Background: an optimization exercise with open tools, aiming at a short achievable clock period and few clock cycles. Do not read the settings as production practice.
In this exercise RTL edits were held to simulation tests only and were not proved equivalent to the original.
Power is estimated from default activity; no workload was simulated.

## oak
Design cpu, start of the top module:
module cpu
(
   input clk,
   input reset,
   output [15:0] o_pc_addr,
   output o_pc_rd,
   input [15:0] i_pc_rddata,
   output [15:0] o_ldst_addr,
   output o_ldst_rd,
   output o_ldst_wr,
   input [15:0] i_ldst_rddata,
   output [15:0] o_ldst_wrdata,
   output [127:0] o_tb_regs
);
   logic [15:0] pc;             
   logic        d_valid;
   logic        d_btb;          
   logic        d_replay;       
   logic [15:0] d_hold;
   logic        d_hwr7;         
   logic        d_hreadB;       
   logic [15:0] pc_out;         
   logic [15:0] d_fa;           
   logic [15:0] d_pc;           
   logic [3:0]  d_hip, d_him;   
   logic        e_valid;
   logic [15:0] e_A, e_B;
   logic        e_sadd, e_ssub, e_sb, e_smrg;
   logic        e_wr;           
   logic [2:0]  e_rd;
   logic        e_flags;
   logic        e_ld, e_st;
   logic        e_br;
   logic        e_calw, e_calz, e_caln;
   logic        e_pred;
   logic [15:0] e_pcf;          
   logic [15:0] e_tgt;          
   logic        e_useA;
   logic        w_wr;           
   logic        w_isld;         
   logic [2:0]  w_rd;
   logic [15:0] w_res;          
   logic        fN, fZ;
   logic [15:0] regs [0:7];
   function automatic [15:0] ks_add(input [15:0] a, input [15:0] b, input cin);
      logic [15:0] g, p, x;
      logic [15:0] gn, pn;
      g = a & b;
      p = a | b;
      x = a ^ b;
      g[0] = g[0] | (p[0] & cin);
      for (int d = 1; d < 16; d = d * 2) begin
         gn = g;
         pn = p;
         for (int i = d; i < 16; i++) begin
            gn[i] = g[i] | (p[i] & g[i-d]);
            pn[i] = p[i] & p[i-d];
         end
         g = gn;
         p = pn;
      end
      ks_add = x ^ {g[14:0], cin};
   endfunction
   wire [15:0] sum  = ks_add(e_A, e_B, 1'b0);
   wire [15:0] diff = ks_add(e_A, ~e_B, 1'b1);
   wire [15:0] e_or = e_A | e_B;
   wire        sum_zero = &(~((e_A ^ e_B) ^ {e_or[14:0], 1'b0}));
   wire e_simple = e_sb | e_smrg;
   wire [15:0] res_simple = e_smrg ? {e_B[15:8], e_A[7:0]} : e_B;
   wire [15:0] res = ({16{e_sadd}} & sum) | ({16{e_ssub}} & diff) | ({16{e_simple}} & res_simple);
  ...
clock: 5.6 ns
lec_check: 0
cap_margin: 20
core_margin: 2
core_utilization: 40
place_density: 0.6
setup_slack_margin: 3.4
slew_margin: 20
tns_end_percent: 100
run.sh (not shown) runs the stock make flow with config.mk's settings and CLKGATE_MAP_FILE= SYNTH_SCRIPT=/design/flow/synth_recipe.tcl, a recipe that flattens the netlist after the stock synthesis.
Testbench counts of oak, summed over its fixed seeds: cycles 59,323.
Here is what was changed in the inputs of pine compared with oak.
diff --git a/flow/config.mk b/flow/config.mk
--- a/flow/config.mk
+++ b/flow/config.mk
@@ -11,3 +11,3 @@
 export PLACE_DENSITY = 0.6
-export SETUP_SLACK_MARGIN = 3.4
+export SETUP_SLACK_MARGIN = 3.3
 export SLEW_MARGIN = 20
--- outcome ---
- On pine: final non-filler cell total is 35 lower than what oak gave.
- Delta(proportion of cell area occupied by registers, pine - oak) > 0
- A endpoint of the most critical setup path of pc_out[11] is what pine shows, while pc_out[13] belongs to oak.
- The final reports for pine and oak show total routing usage reported by global routing lower in the former.
What birch does differently from pine at the input level:
diff --git a/flow/config.mk b/flow/config.mk
--- a/flow/config.mk
+++ b/flow/config.mk
@@ -10,2 +10,3 @@
 export CORE_UTILIZATION = 40
+export GPL_ROUTABILITY_DRIVEN = 0
 export PLACE_DENSITY = 0.6
### Flow results
- From pine to birch, async set-or-reset flop fraction in the synthesized netlist did not move at all.
- Summary — cell area power density, birch relative to pine: higher, by about 1.6%.
- birch against pine; cell area is up slightly.
- From pine to birch the numbers moved as follows: area occupied by registers did not really move; area added between synthesis and finish higher; power after layout grew by about 2%; combinational share of power +0.9 points.
- Cmp birch vs pine: total number of nets in the final design higher in birch
- Any difference in path length in cells of the critical path between birch and pine is small enough to ignore.
- The run showing the greater final critical delay including setup and external delays is birch.
- Sort pine and birch by clock skew, ascending, and pine comes first.

Another version of the RTL of cpu (not shown whole).
Size: ~2700 cells after synthesis, roughly 600 flip-flops, ~210 I/O pins, roughly 32000 sq um of cells after synthesis.
==> flow/config.mk <==
export PLATFORM = sky130hd
export DESIGN_NAME = cpu
export DESIGN_NICKNAME = cpu
export VERILOG_FILES = /design/flow/design.v
export SDC_FILE = /design/flow/constraint.sdc
export NUM_CORES = 4
export LEC_CHECK = 0
export CAP_MARGIN = 20
export CORE_MARGIN = 2
export CORE_UTILIZATION = 40
export PLACE_DENSITY = 0.6
export SETUP_SLACK_MARGIN = 3.3
export SLEW_MARGIN = 20
export TNS_END_PERCENT = 100
==> flow/constraint.sdc <==
create_clock -name core_clock -period 5.6 [get_ports {clk}]
set_input_delay 1.1200 -clock core_clock [delete_from_list [all_inputs] [get_ports {clk}]]
set_output_delay 1.1200 -clock core_clock [all_outputs]
set_load 0.01 [all_outputs]
Testbench counts at the start, summed over its fixed seeds: cycles 58,138.
Change:
- ABC_CLOCK_PERIOD_IN_PS: unset -> 2800
Result: Clock skew is unchanged. Combinational power stays flat. Synthesized cell count is unchanged. Setup slack stays the same.

v6:
cpu with an RTL version that a note above also has.
Size: ~2600 cells after synthesis, roughly 630 flip-flops, roughly 210 I/O pins, ~32000 sq um of cells after synthesis.
Settings: LEC_CHECK=0, CAP_MARGIN=20, CORE_MARGIN=2, CORE_UTILIZATION=45, PLACE_DENSITY=0.65, SETUP_SLACK_MARGIN=3.3, SLEW_MARGIN=20, TNS_END_PERCENT=100; clock period 5.6 ns.
Testbench counts of v6, summed over its fixed seeds: cycles 59,323.
Setup changes, v6 to v7
Settings: changing CORE_UTILIZATION from 45 to 40; changing PLACE_DENSITY from 0.65 to 0.6; changing SETUP_SLACK_MARGIN from 3.3 to 3.2.
==> notes.md <==
Looking at proportion of power drawn by flip-flops and latches, v7 sits 0.3 points above v6. On v7: initial core utilization is 5.1 points lower than what v6 gave. Higher sequential share of layout area among v7 and v6: v7. Final cell area: v7 below v6. From v6 to v7 the numbers moved as follows: synthesis-to-finish area growth fell by 4.8 points, routed wire length fell by 5.5%, TritonCTS buffer count rose by about 3%, final critical-path required period rose by 40 ps. v7 vs v6 — combinational power dropped by a few percent.

[separate check: timing with driven ports]
No port has a modelled driver above. Below, the same layouts with a new extraction and two added sets of constraints. Step 1 sets driving cells, clkbuf_16 on the clock port and buf_2 on the other inputs (assumed; they add their load-dependent delay and slew). Step 2 adds t to the input delays and takes it off the output delays; t is the mean of the earliest and latest rising clock arrival at the registers after step 1. Input paths then give back, and output paths get back, about the clock's delay inside the block. a / b / c = ideal / step 1 / step 2; a / b = the first two.
| run | t (ns) | slack for setup (ns) | clock arrival spread, ns | cell pins on the clock port's net |
|---|---|---|---|---|
| oak | 0.702 | 2.856 / 2.820 / 2.118 | 0.059 / 0.058 | 1 |
| pine | 0.666 | 2.947 / 2.833 / 2.167 | 0.041 / 0.040 | 1 |
| birch | 0.686 | 2.898 / 2.794 / 2.108 | 0.043 / 0.043 | 1 |
| the first run of note 2 | 0.684 | 2.610 / 2.610 / 1.928 | 0.040 / 0.041 | 1 |
| the second run of note 2 | 0.684 | 2.610 / 2.610 / 1.928 | 0.040 / 0.041 | 1 |
| v6 | 0.680 | 2.873 / 2.808 / 2.128 | 0.035 / 0.034 | 1 |
| v7 | 0.694 | 2.833 / 2.784 / 2.091 | 0.057 / 0.057 | 1 |
After both steps every run listed still meets setup and hold. For birch, which loses most, drivers alone change the setup slack by -0.104 ns; drivers and shift together by -0.790 ns.
